What follows belongs to an exercise in optimizing a design on an open flow for small area and a short achievable clock period; a production flow would make more cautious choices.
RTL that was checked went through simulation tests only; none was proved equivalent to the original.
No activity file was given, so power comes from the tool's default toggle rates.

==> flow/design.v (excerpt) <==
module radix3_fft(
    input clk,
    input rst,
    input in_valid,
    input [31:0] a_re,
    input [31:0] a_img,
    input [31:0] b_re,
    input [31:0] b_img,
    input [31:0] c_re,
    input [31:0] c_img,
    output out_valid,
    output [31:0] ao_re,
    output [31:0] ao_img,
    output [31:0] bo_re,
    output [31:0] bo_img,
    output [31:0] co_re,
    output [31:0] co_img
    );
Size: about 12000 cells after synthesis, ~390 I/O pins, ~130000 um2 of cells after synthesis.
Settings: LEC_CHECK=0, CAP_MARGIN=20, CORE_MARGIN=2, CORE_UTILIZATION=55, CTS_BUF_LIST=sky130_fd_sc_hd__clkbuf_8 sky130_fd_sc_hd__clkbuf_16, CTS_CLUSTER_DIAMETER=60, CTS_CLUSTER_SIZE=16, PLACE_DENSITY=0.7, SETUP_SLACK_MARGIN=2.5, SLEW_MARGIN=20, SYNTH_HIERARCHICAL=1; clock period 5.0 ns.
run.sh (not shown) runs the stock make flow with config.mk's settings and CLKGATE_MAP_FILE= SYNTH_SCRIPT=/design/flow/synth_recipe.tcl, a recipe that flattens the netlist after the stock synthesis.
The starting point finished clean.
==> next run, changes <==
Settings changed: CTS_BUF_LIST sky130_fd_sc_hd__clkbuf_8 sky130_fd_sc_hd__clkbuf_16 to sky130_fd_sc_hd__clkbuf_8, SETUP_SLACK_MARGIN 2.5 to 2.55.
The changed run completed without violations. Die area stays the same. Synthesized area stays the same. First-iteration DRC count decreases by 4.6%. Global-route usage climbs by 0.45 points. Power falls by about 2.7%. Critical path depth goes down by 8.
==> next run, changes <==
Settings changed: CORE_UTILIZATION 55 to 65, PLACE_DENSITY 0.7 to 0.75, SETUP_SLACK_MARGIN 2.55 to 2.5.
The changed run passed the timing, DRC and antenna checks.
Register-to-register slack is worse by 70 ps.
Utilization grows by 10 points.
Area after synthesis does not change.
Via count grows slightly.
Synthesized cell count stays the same.
Die area shrinks by about a fifth.
Setup slack is better by 17 ps.
==> next run, changes <==
Settings changed: CORE_UTILIZATION 65 to 40, PLACE_DENSITY 0.75 to 0.7, SETUP_SLACK_MARGIN 2.5 to 2.45.
The changed run ran to the end with no violations.
Utilization shrinks by 27 points.
Combinational power drops by a few percent.
Sequential cell count is unchanged.
Global-route usage drops by 12 points.


radix3_fft, a different RTL version from the one above (not shown whole).
Size in the first run: roughly 12,000 cells after synthesis, about 3,200 flip-flops, roughly 390 I/O pins.
Settings: LEC_CHECK=0, CAP_MARGIN=20, CORE_MARGIN=2, CORE_UTILIZATION=40, CTS_CLUSTER_DIAMETER=80, CTS_CLUSTER_SIZE=24, SETUP_SLACK_MARGIN=2.4, SLEW_MARGIN=20; clock period 5.0 ns.
Change:
Settings changed: CTS_CLUSTER_DIAMETER 80 to not set, CTS_CLUSTER_SIZE 24 to not set, SETUP_SLACK_MARGIN 2.4 to 2.3.
Result: The new run finished with timing, DRC and antenna clean; setup slack is better by 0.070 ns; global-route usage stays flat; wire length came out lower by 0.45%; sequential cell count does not change; clock power came out higher by 60%; final cell count came out higher by 1.6%.
Change:
Settings changed: CTS_CLUSTER_DIAMETER set to 80, CTS_CLUSTER_SIZE set to 24, SETUP_SLACK_MARGIN 2.3 to 2.2.
=>
- design area fell by a few percent
- power is lower by roughly a tenth
- sequential cell count does not change
- synthesized area stays the same
- die area does not change
- hold slack is better by 0.016 ns
- global-route usage shrinks by 0.22 points
Change:
Settings changed: CTS_CLUSTER_DIAMETER 80 to not set, CTS_CLUSTER_SIZE 24 to not set, SETUP_SLACK_MARGIN 2.2 to 2.5.
Result: Total power rose by 14%. Sequential cell count is unchanged. Via count rose by 3.4%. Design area rose by 7.5%. Global-route usage climbs by 0.48 points. Wire length is higher by 3.5%. Utilization climbs by 3.4 points.


Another version of the RTL of radix3_fft (not shown whole).
For scale: ~12,000 cells after synthesis, roughly 3,200 flip-flops, about 390 I/O pins, roughly 120,000 um2 of cells after synthesis.
clock: 5.0 ns
lec_check: 0
cap_margin: 20
core_margin: 2
core_utilization: 40
cts_cluster_diameter: 100
cts_cluster_size: 30
setup_slack_margin: 2.3
slew_margin: 20
The first run completed with no timing, DRC or antenna violations.
Rerun with:
CTS_CLUSTER_DIAMETER = unset   (was 100)
CTS_CLUSTER_SIZE = unset   (was 30)
- sequential cell count stays the same
- die area does not change
- cell count is higher by 2.5%
- fmax barely changes
- clock-buffer cell count is higher by 280
- design area is higher by 5.3%
- non-clock buffer count is higher by 5
- clock power is higher by 88%
- combinational power stays flat
- wire length is higher by 1.9%
No run of this note included a check of the RTL's function; only the layout flow was run.


## v19
radix3_fft, a different RTL version from the one above (not shown whole).
Size: ~12000 cells after synthesis, roughly 390 I/O pins.
Settings: LEC_CHECK=0, CAP_MARGIN=20, CORE_MARGIN=2, CORE_UTILIZATION=40, SETUP_SLACK_MARGIN=1.7, SLEW_MARGIN=20; clock period 5.0 ns.
The inputs of v14 differ from those of v19 as listed below.
Settings: a change of SETUP_SLACK_MARGIN from 1.7 to 2.6.
Findings:
From v19 to v14 the numbers moved as follows: synthesis-to-finish area growth picked up an extra 11 points; number of global-route vias before repair picked up an extra about 5.4%. Looking at routed wire length per instance, v14 sits above v19. Diff v14 and v19: placed instance area lower in v19. Higher final-layout clock-cell area share was reported by v19, not v14. Compared with v19, in v14 sequential share of layout area now smaller; final worst-path setup slack picked up an extra 0.18 ns; proportion of final cell area spent on non-clock buffers increased by 3.3 points relative to the old numbers; routed length on met2 +about 10%. P1R.F.C2.g_reg.r[59] as the critical path endpoint was reported by v19, and P3I.F.C2.g_reg.r[30] by v14.
The following lists how v27 was set up differently from v14:
Settings: a change of SETUP_SLACK_MARGIN from 2.6 to 2.1.
Results
v14 | status: complete | timing, DRC, antenna: pass
v27 | stages: all done | timing, DRC, antenna: all pass
v27 vs v14: power down
Looking at highest clock frequency the design can meet, v27 sits about 1.4% below v14.
Looking at share of total power consumed by net switching across v14 and v27, the one that comes out lower is v27.
Taking v14 as the reference point, the post-route fraction of the period consumed by the critical path of v27 rises by 0.86 points.
Of the two values seen for leading cell category by total area, multi-input combinational cells was produced by v14 and flip-flops and latches by v27.
The insertion delay of the later-clocked pin in the worst-skew pair was comparable across v14 and v27.
Comparing v27 against v14, there is no change at all in average size of a mapped cell.
Number of CTS-inserted buffers of v27 is on par with v14.
Input changes introduced in v39 (baseline for comparison: v27):
Settings: CTS_BUF_LIST now sky130_fd_sc_hd__clkbuf_8, previously not set.
[summary]
v39 ended up with P1R.F.C2.g_reg.r[29] as its worst setup path endpoint; v27 ended up with P1R.F.C2.g_reg.r[61].
Relative to v27, v39 degrades fmax.
On total wire length, v27 beats v39.
Looking at synthesis-to-layout area growth, v39 sits below v27.

==> static timing again, ports no longer ideal <==
The flow's constraints put no driver on any port. The routed layouts listed below were extracted and timed again, unchanged, in two steps.
Step 1 assumes that a clkbuf_16 drives the clock port and a buf_2 every other input.
Step 2 adds t to the input delays and takes it off the output delays; t is the mean of the earliest and latest rising clock arrival at the registers after step 1. Input paths then give back, and output paths get back, about the clock's delay inside the block.
Three values: ideal, step 1, step 2; two values: the first two.
run | t, ns | setup slack, ns | pins driven straight from the clock port
the first run of note 1 | 0.986 | 2.522 / 2.488 / 1.731 | 1
the second run of note 1 | 1.149 | 2.453 / 2.361 / 1.662 | 1
the third run of note 1 | 1.124 | 2.470 / 2.380 / 1.703 | 1
the fourth run of note 1 | 1.150 | 2.455 / 2.359 / 1.731 | 1
the first run of note 2 | 0.978 | 2.140 / 2.140 / 1.575 | 1
the second run of note 2 | 1.005 | 2.210 / 2.210 / 1.437 | 1
the third run of note 2 | 0.960 | 2.160 / 2.160 / 1.348 | 1
the fourth run of note 2 | 0.998 | 2.107 / 2.107 / 1.619 | 1
the first run of note 3 | 0.960 | 1.987 / 1.987 / 1.529 | 1
the second run of note 3 | 1.003 | 1.991 / 1.991 / 1.510 | 1
v19 | 0.994 | 1.752 / 1.752 / 1.111 | 1
v14 | 0.996 | 1.933 / 1.933 / 1.685 | 1
v27 | 0.990 | 1.890 / 1.890 / 1.355 | 1
v39 | 1.200 | 1.870 / 1.870 / 1.357 | 1
After both steps setup and hold are still met in every run listed. For the third run of note 2, which loses most, drivers alone change the setup slack by 0.000 ns; drivers and shift together by -0.812 ns.
